Context: an optimization exercise on an open-source flow, tuned for small area and a short achievable clock period. The choices shown serve that exercise and are no tape-out recipe.
Only simulation tests tie the RTL to the original design; equivalence was not proved.
Power is estimated from default activity; no workload was simulated.

Setup of run a:
// ALU_TOP
module ALU_TOP #(parameter width_top = 16) (A, B, ALU_FUN,
    CLK,RST,
    ARITH_OUT,
    LOGIC_OUT,
    CMP_OUT,
    SHIFT_OUT,
    CARRY_OUT,
    ARITH_FLAG_OUT,
    LOGIC_FLAG_OUT,
    CMP_FLAG_OUT,
    SHIFT_FLAG_OUT
    );
Size in the first run: about 170 I/O pins, roughly 16000 um^2 of cells after synthesis.
make LEC_CHECK=0 CAP_MARGIN=20 CORE_MARGIN=2 CORE_UTILIZATION=40 SLEW_MARGIN=20 SYNTH_HIERARCHICAL=1 finish   # period 130.0 ns
run.sh (not shown) runs the stock make flow with config.mk's settings and CLKGATE_MAP_FILE= SYNTH_SCRIPT=/design/flow/synth_recipe.tcl, a recipe that flattens the netlist after the stock synthesis.
[inputs] run b vs run a
- CORE_UTILIZATION: 40 -> 60
- PLACE_DENSITY: unset -> 0.72
==> flow/flow/run.sh (new file) <==
#!/bin/bash
# Own layout flow: the standard flow (standard.sh), except that the port
# buffers are sky130_fd_sc_hd__buf_1 instead of the flow's default choice.
# The whole make run's output goes to flow_make.log; ORFS keeps each step's
# log under orfs/logs/.
set -euo pipefail
export BUFFER_PORTS_ARGS="-buffer_cell sky130_fd_sc_hd__buf_1"
bash standard.sh > flow_make.log 2>&1
==> flow/standard.sh (new file) <==
#!/bin/bash
# synth_recipe.tcl (not shown) runs the flow's synth.tcl, then flattens the netlist and writes it again
# the make line also repeats each setting of config.mk as NAME=value (left out here)
make -C /OpenROAD-flow-scripts/flow DESIGN_CONFIG=/design/flow/config.mk WORK_HOME=/design/flow/orfs CLKGATE_MAP_FILE= SYNTH_SCRIPT=/design/flow/synth_recipe.tcl "${@:-finish}"
removed: flow/run.sh
==> comparison <==
- Sequential share of layout area delta for run b relative to run a: 0.37 points higher
- Measured against each other, run a and run b differ in setup slack, the lower figure coming from run a.
- Summary of run b over run a: total via count in the routed design up 1.4%; logic depth of the worst setup path including buffers lost about 3.4%; placeable core region dropped 34%; share of layout cells above drive strength 1 level; switching power of the nets lost 2.3%.

* * *

## job 6312
Another version of the RTL of ALU_TOP (not shown whole).
Size: about 2100 cells after synthesis, ~56 flip-flops, about 170 I/O pins, about 16000 um2 of cells after synthesis.
Settings: LEC_CHECK=0, ABC_AREA=1, CAP_MARGIN=20, CORE_MARGIN=2, CORE_UTILIZATION=60, PLACE_DENSITY=0.72, SLEW_MARGIN=20, SYNTH_HIERARCHICAL=1; clock period 130.0 ns.
standard.sh (not shown) runs the stock make flow with config.mk's settings and CLKGATE_MAP_FILE= SYNTH_SCRIPT=/design/flow/synth_recipe.tcl, a recipe that flattens the netlist after the stock synthesis.
==> flow/flow/run.sh <==
#!/bin/bash
# Own layout flow: the standard flow (standard.sh) with two changes made
# through the environment the ORFS scripts read:
#  - the port buffers are sky130_fd_sc_hd__buf_1 instead of the flow's
#    default choice (every input and output port still gets its buffer);
#  - repair_timing aims for 89 ns of setup slack instead of 0, so that it
#    sizes up and buffers the longest paths (the SDC is unchanged).
# The make run's whole output goes to flow_make.log in this folder; ORFS keeps
# each step's full log under orfs/logs/.
set -euo pipefail
export BUFFER_PORTS_ARGS="-buffer_cell sky130_fd_sc_hd__buf_1"
export SETUP_SLACK_MARGIN=89
bash standard.sh > flow_make.log 2>&1
diff inputs: job 6312 => job 6577
- ABC_AREA removed (was 1)
## What came out
Number of ordinary inverters in the final layout: job 6577 lower than job 6312
Job 6312 → job 6577: cell area after layout went up by 3.0%, wire length of the first global-routing pass was more or less identical.
Status: wire length parity (job 6577, job 6312)
Job 6312 ended up with dfxtp_1 as its slowest library cell on the worst path; job 6577 ended up with nor4_4.
Comparing job 6312 and job 6577, area share of and/or/nand/nor cells after synthesis is lower on job 6577.
Edits applied to the flow inputs when going from job 6577 to job 1218:
diff --git a/flow/flow/run.sh b/flow/flow/run.sh
--- a/flow/flow/run.sh
+++ b/flow/flow/run.sh
@@ -11,3 +11,4 @@
 export BUFFER_PORTS_ARGS="-buffer_cell sky130_fd_sc_hd__buf_1"
 export SETUP_SLACK_MARGIN=89
+export REMOVE_ABC_BUFFERS=1
 bash standard.sh > flow_make.log 2>&1
==> run summary <==
- From job 6577 to job 1218 the numbers moved as follows: least setup slack across all paths after layout shows a reduction of 0.043 ns; arrival time of data at the critical path endpoint shows an increase of 0.04 ns.
- Comparing job 1218 and job 6577, the lower clock group share of total power was measured on job 6577.
- When job 1218 is set beside job 6577, its worst hold margin turns out to be 0.018 ns larger.
- As far as clock-pin slew reported for the worst setup and hold paths after clock tree synthesis is concerned, job 1218 and job 6577 perform about the same.
- Job 1218 vs. job 6577: final critical-path required period rose 0.043 ns; layout-stage area growth over the synthesis result rose 0.50 points; global-route usage rose 0.33 points; wire length on met1 rose about 1.6%; maximum ir drop on the vdd rail fell 0.0000032 V.
The inputs of job 197 differ from those of job 1218 as listed below.
- putting CTS_BUF_LIST at sky130_fd_sc_hd__clkbuf_8 where nothing was set
- putting CTS_CLUSTER_SIZE at 12 where nothing was set
- putting CTS_CLUSTER_DIAMETER at 60 where nothing was set
diff --git a/flow/flow/run.sh b/flow/flow/run.sh
--- a/flow/flow/run.sh
+++ b/flow/flow/run.sh
@@ -11,4 +11,3 @@
 export BUFFER_PORTS_ARGS="-buffer_cell sky130_fd_sc_hd__buf_1"
 export SETUP_SLACK_MARGIN=89
-export REMOVE_ABC_BUFFERS=1
 bash standard.sh > flow_make.log 2>&1
Findings:
Per the comparison of job 197 with job 1218, fraction of the core area covered by cells at the end of the flow now sits lower; global-route track usage on met2 now sits lower; length of routed met3 wiring now sits lower; design area now sits lower.
On footprint of the multi-input gates, job 197 tracks job 1218 almost exactly.
Status | job 1218 and job 197 | clean
Summary of job 197 over job 1218: via count of the routed design now smaller, setup slack now smaller.

* * *

north:
ALU_TOP with an RTL version that a note above also has.
Size in the first run: about 170 I/O pins, about 16000 sq um of cells after synthesis.
export LEC_CHECK = 0
export CAP_MARGIN = 20
export CORE_MARGIN = 2
export CORE_UTILIZATION = 60
export PLACE_DENSITY = 0.72
export SLEW_MARGIN = 20
export SYNTH_HIERARCHICAL = 1
create_clock -name core_clock -period 130.0 [get_ports {CLK}]
==> flow/flow/run.sh <==
#!/bin/bash
# Own layout flow: the standard flow (standard.sh), except that the port
# buffers are sky130_fd_sc_hd__buf_1 instead of the flow's default choice.
# The whole make run's output goes to flow_make.log; ORFS keeps each step's
# log under orfs/logs/.
set -euo pipefail
export BUFFER_PORTS_ARGS="-buffer_cell sky130_fd_sc_hd__buf_1"
export SETUP_SLACK_MARGIN=88
bash standard.sh > flow_make.log 2>&1
diff inputs: north => south
--- a/flow/flow/run.sh
+++ b/flow/flow/run.sh
@@ -8 +8,2 @@
-export SETUP_SLACK_MARGIN=88
+export SETUP_SLACK_MARGIN=91
+export TNS_END_PERCENT=0
--- a/flow/config.mk
+++ b/flow/config.mk
@@ -10,2 +10 @@
-export CORE_UTILIZATION = 60
-export PLACE_DENSITY = 0.72
+export CORE_UTILIZATION = 40
Notes after the runs:
south vs north on number of standard cells in the final layout excluding fillers: south is the higher one. Between north and south, final wirelength is higher for south, north comes in under that. When the final numbers for north and south were put side by side, the layout-stage area growth over the synthesis result turned out to be greater in south. south ended up with a lower share of cell area taken by flip-flops and latches than north did. north → south: wire length of the first global-routing pass has increased; total track usage has decreased; relative contribution of combinational cells to total power has increased. south falls short of north in total power. Delta (south minus north): mux contribution to synthesized area held; worst path buffer plus inverter count went up by 1; least setup slack across all paths after layout increased by 2.23 ns relative to the old numbers.
Edits applied to the flow inputs when going from south to east:
==> flow/flow/run.sh <==
#!/bin/bash
# Own layout flow: the standard flow (standard.sh) with two changes made
# through the environment the ORFS scripts read:
#  - the port buffers are sky130_fd_sc_hd__buf_1 instead of the flow's
#    default choice (every input and output port still gets its buffer);
#  - repair_timing aims for 89 ns of setup slack instead of 0, so that it
#    sizes up and buffers the longest paths (the SDC is unchanged).
# The make run's whole output goes to flow_make.log in this folder; ORFS keeps
# each step's full log under orfs/logs/.
set -euo pipefail
export BUFFER_PORTS_ARGS="-buffer_cell sky130_fd_sc_hd__buf_1"
export SETUP_SLACK_MARGIN=89
bash standard.sh > flow_make.log 2>&1
--- a/flow/config.mk
+++ b/flow/config.mk
@@ -10 +10,2 @@
-export CORE_UTILIZATION = 40
+export CORE_UTILIZATION = 60
+export PLACE_DENSITY = 0.72
[summary]
- Having completed the whole flow, east delivered a layout that passed the timing, DRC and antenna checks.
- east vs south — part of the power in the clock network rose 0.5 points.
- Looking at average wire per cell in the routed design across south and east, the one that comes out higher is south.
- Largest driver fanout on the critical path delta for east relative to south: 18 higher
- Going from south to east, the transition time of the tightest slew-check pin was found to have gone up by 0.083 ns.
- Per the comparison of east with south, wire length of the first global-routing pass down 8300 microns; wire length dropped about 14%; final standard cell area without fillers saw a decrease.
- Against south, maximum frequency in east came out worse.
- Diff south and east: share of the cycle needed by the critical path after routing higher in east
#### Input delta (west over east)
--- a/flow/flow/run.sh
+++ b/flow/flow/run.sh
@@ -12,0 +13 @@
+export RECOVER_POWER=80
Results
- No crash in west: every stage finished, but the layout fails its final checks due to max-capacitance violations, max-slew violations.
- Per the comparison of west with east, internal power shows no meaningful change, routed wire length shows no meaningful change, total met2 wirelength after detailed routing shows no meaningful change.
- Total power divided by cell area: west vs east, no meaningful difference

* * *

ALU_TOP again, from the RTL that the note above started with.
clock: 130.0 ns
lec_check: 0
cap_margin: 20
core_margin: 2
core_utilization: 40
slew_margin: 20
synth_hierarchical: 1
==> flow/flow/run.sh <==
#!/bin/bash
# Own layout flow: the standard flow (standard.sh), except that the port
# buffers are sky130_fd_sc_hd__buf_1 instead of the flow's default choice.
# The whole make run's output goes to flow_make.log; ORFS keeps each step's
# log under orfs/logs/.
set -euo pipefail
export BUFFER_PORTS_ARGS="-buffer_cell sky130_fd_sc_hd__buf_1"
bash standard.sh > flow_make.log 2>&1
The first run ran to the end with no violations.
==> next run, changes <==
--- a/flow/flow/run.sh
+++ b/flow/flow/run.sh
@@ -7,0 +8 @@
+export SETUP_SLACK_MARGIN=89
Worst setup slack improved by 2400 ps.
Synthesized cell count stays the same.
Maximum frequency rises by 5.9%.
Routed wire length rises by 1.4%.
Hold slack hardly moves.
Area after synthesis does not change.
Flip-flop and latch count stays the same.
Critical path depth rises by 2.

* * *

ALU_TOP, a different RTL version from the one above (not shown whole).
Size: roughly 2200 cells after synthesis, about 56 flip-flops, about 170 I/O pins, ~17000 um2 of cells after synthesis.
Settings: LEC_CHECK=0, ABC_AREA=1, CAP_MARGIN=20, CORE_MARGIN=2, CORE_UTILIZATION=60, PLACE_DENSITY=0.72, SLEW_MARGIN=20, SYNTH_HIERARCHICAL=1; clock period 130.0 ns.
==> flow/flow/run.sh <==
#!/bin/bash
# Own layout flow: the standard flow (standard.sh) with two changes made
# through the environment the ORFS scripts read:
#  - the port buffers are sky130_fd_sc_hd__buf_1 instead of the flow's
#    default choice (every input and output port still gets its buffer);
#  - repair_timing aims for 89 ns of setup slack instead of 0, so that it
#    sizes up and buffers the longest paths (the SDC is unchanged).
# The make run's whole output goes to flow_make.log in this folder; ORFS keeps
# each step's full log under orfs/logs/.
set -euo pipefail
export BUFFER_PORTS_ARGS="-buffer_cell sky130_fd_sc_hd__buf_1"
export SETUP_SLACK_MARGIN=89
bash standard.sh > flow_make.log 2>&1
Rerun with:
--- a/flow/flow/run.sh
+++ b/flow/flow/run.sh
@@ -6 +6 @@
-#  - repair_timing aims for 89 ns of setup slack instead of 0, so that it
+#  - repair_timing aims for 91 ns of setup slack instead of 0, so that it
@@ -12 +12 @@
-export SETUP_SLACK_MARGIN=89
+export SETUP_SLACK_MARGIN=91
CORE_UTILIZATION = 70   (was 60)
GPL_ROUTABILITY_DRIVEN = 0   (was default)
PLACE_DENSITY = 0.8   (was 0.72)
Final area rises slightly.
Non-clock buffer count rises by 16.
Power increases slightly.
Synthesized area does not change.
Core utilization goes up by 11 points.
Maximum frequency climbs by a few percent.
Count of clock-buffer cells in the layout is unchanged.
Clock power rose by a few percent.
Flip-flop and latch count stays the same.
Routed wire length came out higher by a few percent.
Rerun with:
--- a/flow/flow/run.sh
+++ b/flow/flow/run.sh
@@ -12,0 +13 @@
+export SKIP_GATE_CLONING=1
CORE_UTILIZATION = 60   (was 70)
GPL_ROUTABILITY_DRIVEN = default   (was 0)
PLACE_DENSITY = 0.72   (was 0.8)
Outcome: Routed wire length came out lower by 1.5%; non-clock buffer count is higher by 5; worst setup slack improves by 0.17 ns; total power shrinks by 1.0%; die area went up by about 16%; synthesized cell count is unchanged; final area grows by 0.33%; final cell count climbs by 2.2%; clock-buffer cell count does not change; area after synthesis is unchanged.
Rerun with:
--- a/flow/flow/run.sh
+++ b/flow/flow/run.sh
@@ -6 +6 @@
-#  - repair_timing aims for 91 ns of setup slack instead of 0, so that it
+#  - repair_timing aims for 92 ns of setup slack instead of 0, so that it
@@ -12,2 +12 @@
-export SETUP_SLACK_MARGIN=91
-export SKIP_GATE_CLONING=1
+export SETUP_SLACK_MARGIN=92
After rerunning:
- clock-buffer cell count stays the same
- core utilization went up by 3.7 points
- power came out higher by 4.1%
- worst setup slack gets better by 0.66 ns
- wire length increases by about 5.5%
- via count came out higher by about 3.4%

* * *

ALU_TOP again, from the RTL that the note above started with.
==> flow/design.v (excerpt) <==
module ALU_TOP #(parameter width_top = 16) (A, B, ALU_FUN,
    CLK,RST,
    ARITH_OUT,
    LOGIC_OUT,
    CMP_OUT,
    SHIFT_OUT,
    CARRY_OUT,
    ARITH_FLAG_OUT,
    LOGIC_FLAG_OUT,
    CMP_FLAG_OUT,
    SHIFT_FLAG_OUT
    );
==> flow/config.mk <==
export PLATFORM = sky130hd
export DESIGN_NAME = ALU_TOP
export DESIGN_NICKNAME = ALU_TOP
export VERILOG_FILES = /design/flow/design.v
export SDC_FILE = /design/flow/constraint.sdc
export NUM_CORES = 4
export LEC_CHECK = 0
export ABC_AREA = 1
export CAP_MARGIN = 20
export CORE_MARGIN = 2
export CORE_UTILIZATION = 60
export PLACE_DENSITY = 0.72
export SLEW_MARGIN = 20
export SYNTH_HIERARCHICAL = 1
==> flow/constraint.sdc <==
create_clock -name core_clock -period 130.0 [get_ports {CLK}]
set_input_delay 26.0000 -clock core_clock [delete_from_list [all_inputs] [get_ports {CLK}]]
set_output_delay 26.0000 -clock core_clock [all_outputs]
set_load 0.01 [all_outputs]
==> flow/flow/run.sh <==
#!/bin/bash
# Own layout flow: the standard flow (standard.sh) with two changes made
# through the environment the ORFS scripts read:
#  - the port buffers are sky130_fd_sc_hd__buf_1 instead of the flow's
#    default choice (every input and output port still gets its buffer);
#  - repair_timing aims for 93 ns of setup slack instead of 0, so that it
#    sizes up and buffers the longest paths (the SDC is unchanged).
# The make run's whole output goes to flow_make.log in this folder; ORFS keeps
# each step's full log under orfs/logs/.
set -euo pipefail
export BUFFER_PORTS_ARGS="-buffer_cell sky130_fd_sc_hd__buf_1"
export SETUP_SLACK_MARGIN=93
bash standard.sh > flow_make.log 2>&1
==> next run, changes <==
==> flow/flow/run.sh (replaced) <==
#!/bin/bash
# Own layout flow: the standard flow (standard.sh) with two changes made
# through the environment the ORFS scripts read:
#  - the port buffers are sky130_fd_sc_hd__buf_1 instead of the flow's
#    default choice (every input and output port still gets its buffer);
#  - repair_timing aims for 91 ns of setup slack instead of 0, so that it
#    sizes up and buffers the longest paths (the SDC is unchanged).
# The make run's whole output goes to flow_make.log in this folder; ORFS keeps
# each step's full log under orfs/logs/.
set -euo pipefail
export BUFFER_PORTS_ARGS="-buffer_cell sky130_fd_sc_hd__buf_1"
export SETUP_SLACK_MARGIN=91
bash standard.sh > flow_make.log 2>&1
After rerunning: Global-route usage came out lower by 3.5 points. Total power drops by 8.5%. Via count falls by 9.1%. First-iteration DRC count shrinks by about 34%. Flip-flop and latch count stays the same. Non-clock buffer count drops by 105. Synthesized cell count does not change. Maximum frequency went down by about 2.4%. Worst hold slack hardly moves. Setup slack loses 0.90 ns. Design area went down by 12%.

[static timing again, ports no longer ideal]
The results above use ideal ports. As a check the final layouts listed here were re-extracted and re-timed, cells and wires unchanged.
Step 1, drivers: a clkbuf_16 drives CLK and a buf_2 each remaining input, both assumed.
Step 2 moves the port delays by t, midway between the first and last clock arrival at a register: inputs arrive t later, outputs are due t later. That takes back most of the time a late clock gives input paths.
Slacks: ideal ports / drivers / drivers and shift; pairs: ideal ports / drivers.
| run | t (ns) | slack for setup (ns) | clock arrival spread, ns |
|---|---|---|---|
| run a | 0.360 | 86.983 / 86.936 / 87.296 | 0.007 / 0.008 |
| run b | 0.357 | 87.503 / 87.459 / 87.816 | 0.018 / 0.018 |
| job 6312 | 0.365 | 89.777 / 89.725 / 90.090 | 0.012 / 0.012 |
| job 6577 | 0.343 | 89.799 / 89.758 / 89.803 | 0.015 / 0.016 |
| job 1218 | 0.335 | 89.756 / 89.714 / 89.675 | 0.009 / 0.009 |
| job 197 | 0.364 | 89.697 / 89.660 / 89.718 | 0.022 / 0.022 |
| north | 0.358 | 88.858 / 88.813 / 88.907 | 0.018 / 0.018 |
| south | 0.360 | 91.086 / 91.039 / 91.270 | 0.017 / 0.017 |
| east | 0.358 | 89.482 / 89.437 / 89.720 | 0.018 / 0.018 |
| west | 0.358 | 87.259 / 87.214 / 87.572 | 0.016 / 0.016 |
| the first run of note 4 | 0.359 | 87.244 / 87.200 / 87.559 | 0.020 / 0.020 |
| the second run of note 4 | 0.359 | 89.632 / 89.588 / 89.874 | 0.019 / 0.020 |
| the first run of note 5 | 0.361 | 90.493 / 90.444 / 90.805 | 0.016 / 0.016 |
| the second run of note 5 | 0.367 | 91.450 / 91.406 / 91.773 | 0.028 / 0.028 |
| the third run of note 5 | 0.363 | 91.623 / 91.572 / 91.639 | 0.018 / 0.018 |
| the fourth run of note 5 | 0.361 | 92.285 / 92.235 / 92.368 | 0.018 / 0.018 |
| the first run of note 6 | 0.351 | 92.501 / 92.452 / 92.803 | 0.009 / 0.009 |
| the second run of note 6 | 0.362 | 91.599 / 91.548 / 91.643 | 0.016 / 0.016 |
The setup slack of job 1218, which loses most, moves by -0.042 ns with the drivers and by -0.081 ns with both steps.
